This is an optimization exercise on Yosys and OpenROAD, whose aim is small area and a short achievable clock period, not a production implementation.
The RTL was checked by simulation tests, not by an equivalence proof against the original design.
Power and IR drop assume default switching activity.

Design alu_top, start of the top module:
module alu_top (
    input clk,
    input [16-1:0] a,
    input [16-1:0] b,
    input [3:0] sel,
    output reg [16-1:0] y,
    output reg carry
);
  wire [5:0] ra, qa;
  div_pre u_pre (.a(a), .b(b), .r(ra), .q(qa));
  reg [15:0] s1_a, s1_b;
  reg [3:0] s1_sel;
  reg [5:0] s1_r, s1_q;
  always @(posedge clk) begin
    s1_a <= a;
    s1_b <= b;
    s1_sel <= sel;
    s1_r <= ra;
    s1_q <= qa;
  end
  wire [6:0] t9 = {s1_r, s1_a[9]};
  wire [6:0] p9 = ~(t9 ^ s1_b[6:0]);
  wire [7:0] c9;
  wire G9_0 = p9[0] ? 1'b0 : s1_b[0];
  wire G9_1 = p9[2] ? s1_b[1] : s1_b[2];
  wire P9_1 = p9[2] & p9[1];
  wire G9_2 = p9[4] ? s1_b[3] : s1_b[4];
  wire P9_2 = p9[4] & p9[3];
  wire G9_3 = p9[6] ? s1_b[5] : s1_b[6];
  wire P9_3 = p9[6] & p9[5];
  wire G9_4 = P9_1 ? G9_0 : G9_1;
  wire G9_5 = P9_3 ? G9_2 : G9_3;
  wire P9_5 = P9_3 & P9_2;
  wire G9_6 = P9_5 ? G9_4 : G9_5;
  wire G9_7 = P9_2 ? G9_4 : G9_2;
  wire G9_8 = p9[1] ? G9_0 : s1_b[1];
  wire G9_9 = p9[3] ? G9_4 : s1_b[3];
  wire G9_10 = p9[5] ? G9_7 : s1_b[5];
  assign c9[0] = 1'b0;
  assign c9[1] = G9_0;
  assign c9[2] = G9_8;
  assign c9[3] = G9_4;
  assign c9[4] = G9_9;
  assign c9[5] = G9_7;
  assign c9[6] = G9_10;
  assign c9[7] = G9_6;
  wire [6:0] d9 = ~p9 ^ c9[6:0];
  wire q9 = ~|s1_b[15:7] & ~c9[7];
  wire [6:0] r9 = q9 ? d9[6:0] : t9;
  wire [7:0] t8 = {r9, s1_a[8]};
  wire [7:0] p8 = ~(t8 ^ s1_b[7:0]);
  wire [8:0] c8;
  wire G8_0 = p8[0] ? 1'b0 : s1_b[0];
  wire G8_1 = p8[2] ? s1_b[1] : s1_b[2];
  wire P8_1 = p8[2] & p8[1];
  wire G8_2 = p8[4] ? s1_b[3] : s1_b[4];
  wire P8_2 = p8[4] & p8[3];
  wire G8_3 = p8[6] ? s1_b[5] : s1_b[6];
  wire P8_3 = p8[6] & p8[5];
  wire G8_4 = P8_1 ? G8_0 : G8_1;
  wire G8_5 = P8_3 ? G8_2 : G8_3;
  wire P8_5 = P8_3 & P8_2;
  wire G8_6 = P8_5 ? G8_4 : G8_5;
  wire G8_7 = P8_2 ? G8_4 : G8_2;
  wire G8_8 = p8[1] ? G8_0 : s1_b[1];
  wire G8_9 = p8[3] ? G8_4 : s1_b[3];
  wire G8_10 = p8[5] ? G8_7 : s1_b[5];
  wire G8_11 = p8[7] ? G8_6 : s1_b[7];
  assign c8[0] = 1'b0;
  assign c8[1] = G8_0;
  assign c8[2] = G8_8;
  assign c8[3] = G8_4;
  assign c8[4] = G8_9;
  assign c8[5] = G8_7;
  assign c8[6] = G8_10;
  assign c8[7] = G8_6;
  assign c8[8] = G8_11;
  wire [7:0] d8 = ~p8 ^ c8[7:0];
  wire q8 = ~|s1_b[15:8] & ~c8[8];
  wire [7:0] r8 = q8 ? d8[7:0] : t8;
  wire [8:0] t7 = {r8, s1_a[7]};
  wire [8:0] p7 = ~(t7 ^ s1_b[8:0]);
  ...
clock: 27.0 ns
lec_check: 0
abc_area: 1
cap_margin: 20
core_margin: 2
core_utilization: 62
slew_margin: 20
synth_hierarchical: 1
standard.sh (not shown) runs the stock make flow with config.mk's settings and CLKGATE_MAP_FILE= SYNTH_SCRIPT=/design/flow/synth_recipe.tcl, a recipe that flattens the netlist after the stock synthesis.
==> flow/flow/run.sh <==
#!/bin/bash
# Standard ORFS layout (standard.sh: unchanged synthesis, steps and SDC) with
# a larger setup slack margin for the repair steps.  At the design's 27 ns
# period every path already has slack, so without a margin the repair steps
# do nothing; with MARGIN ns they shorten every path longer than 27 - MARGIN.
set -euo pipefail
MARGIN=17
bash standard.sh SETUP_SLACK_MARGIN=$MARGIN  finish > standard.log 2>&1
The first run ran to the end with no violations.
==> next run, changes <==
CORE_UTILIZATION = 55   (was 62)
What happened:
- The new run finished clean
- hold slack is better by 0.015 ns
- combinational power barely changes
- die area came out higher by roughly a tenth
- wire length came out higher slightly

afterwards: timing with drivers on the ports:
The flow's constraints put no driver on any port. The routed layouts listed below were extracted and timed again, unchanged, in two steps.
Step 1 assumes that a clkbuf_16 drives the clock port and a buf_2 every other input.
Step 2, shift: input delay + t, output delay - t, t = (earliest + latest rising clock arrival at the registers) / 2. This alone moves slack from input paths to output paths.
Three values: ideal, step 1, step 2; two values: the first two.
| run | t, ns | setup slack, ns | worst setup path at the end | latest minus earliest clock arrival (ns) | worst slew at a driven data input, ns |
|---|---|---|---|---|---|
| the first run | 0.405 | 17.581 / 17.609 / 17.204 | input to register | 0.008 / 0.008 | 0.04 |
| the second run | 0.435 | 17.564 / 17.564 / 17.227 | input to register | 0.010 / 0.010 | 0.04 |
After both steps every run listed still meets setup and hold. For the first run, which loses most, drivers alone change the setup slack by +0.028 ns; drivers and shift together by -0.377 ns.
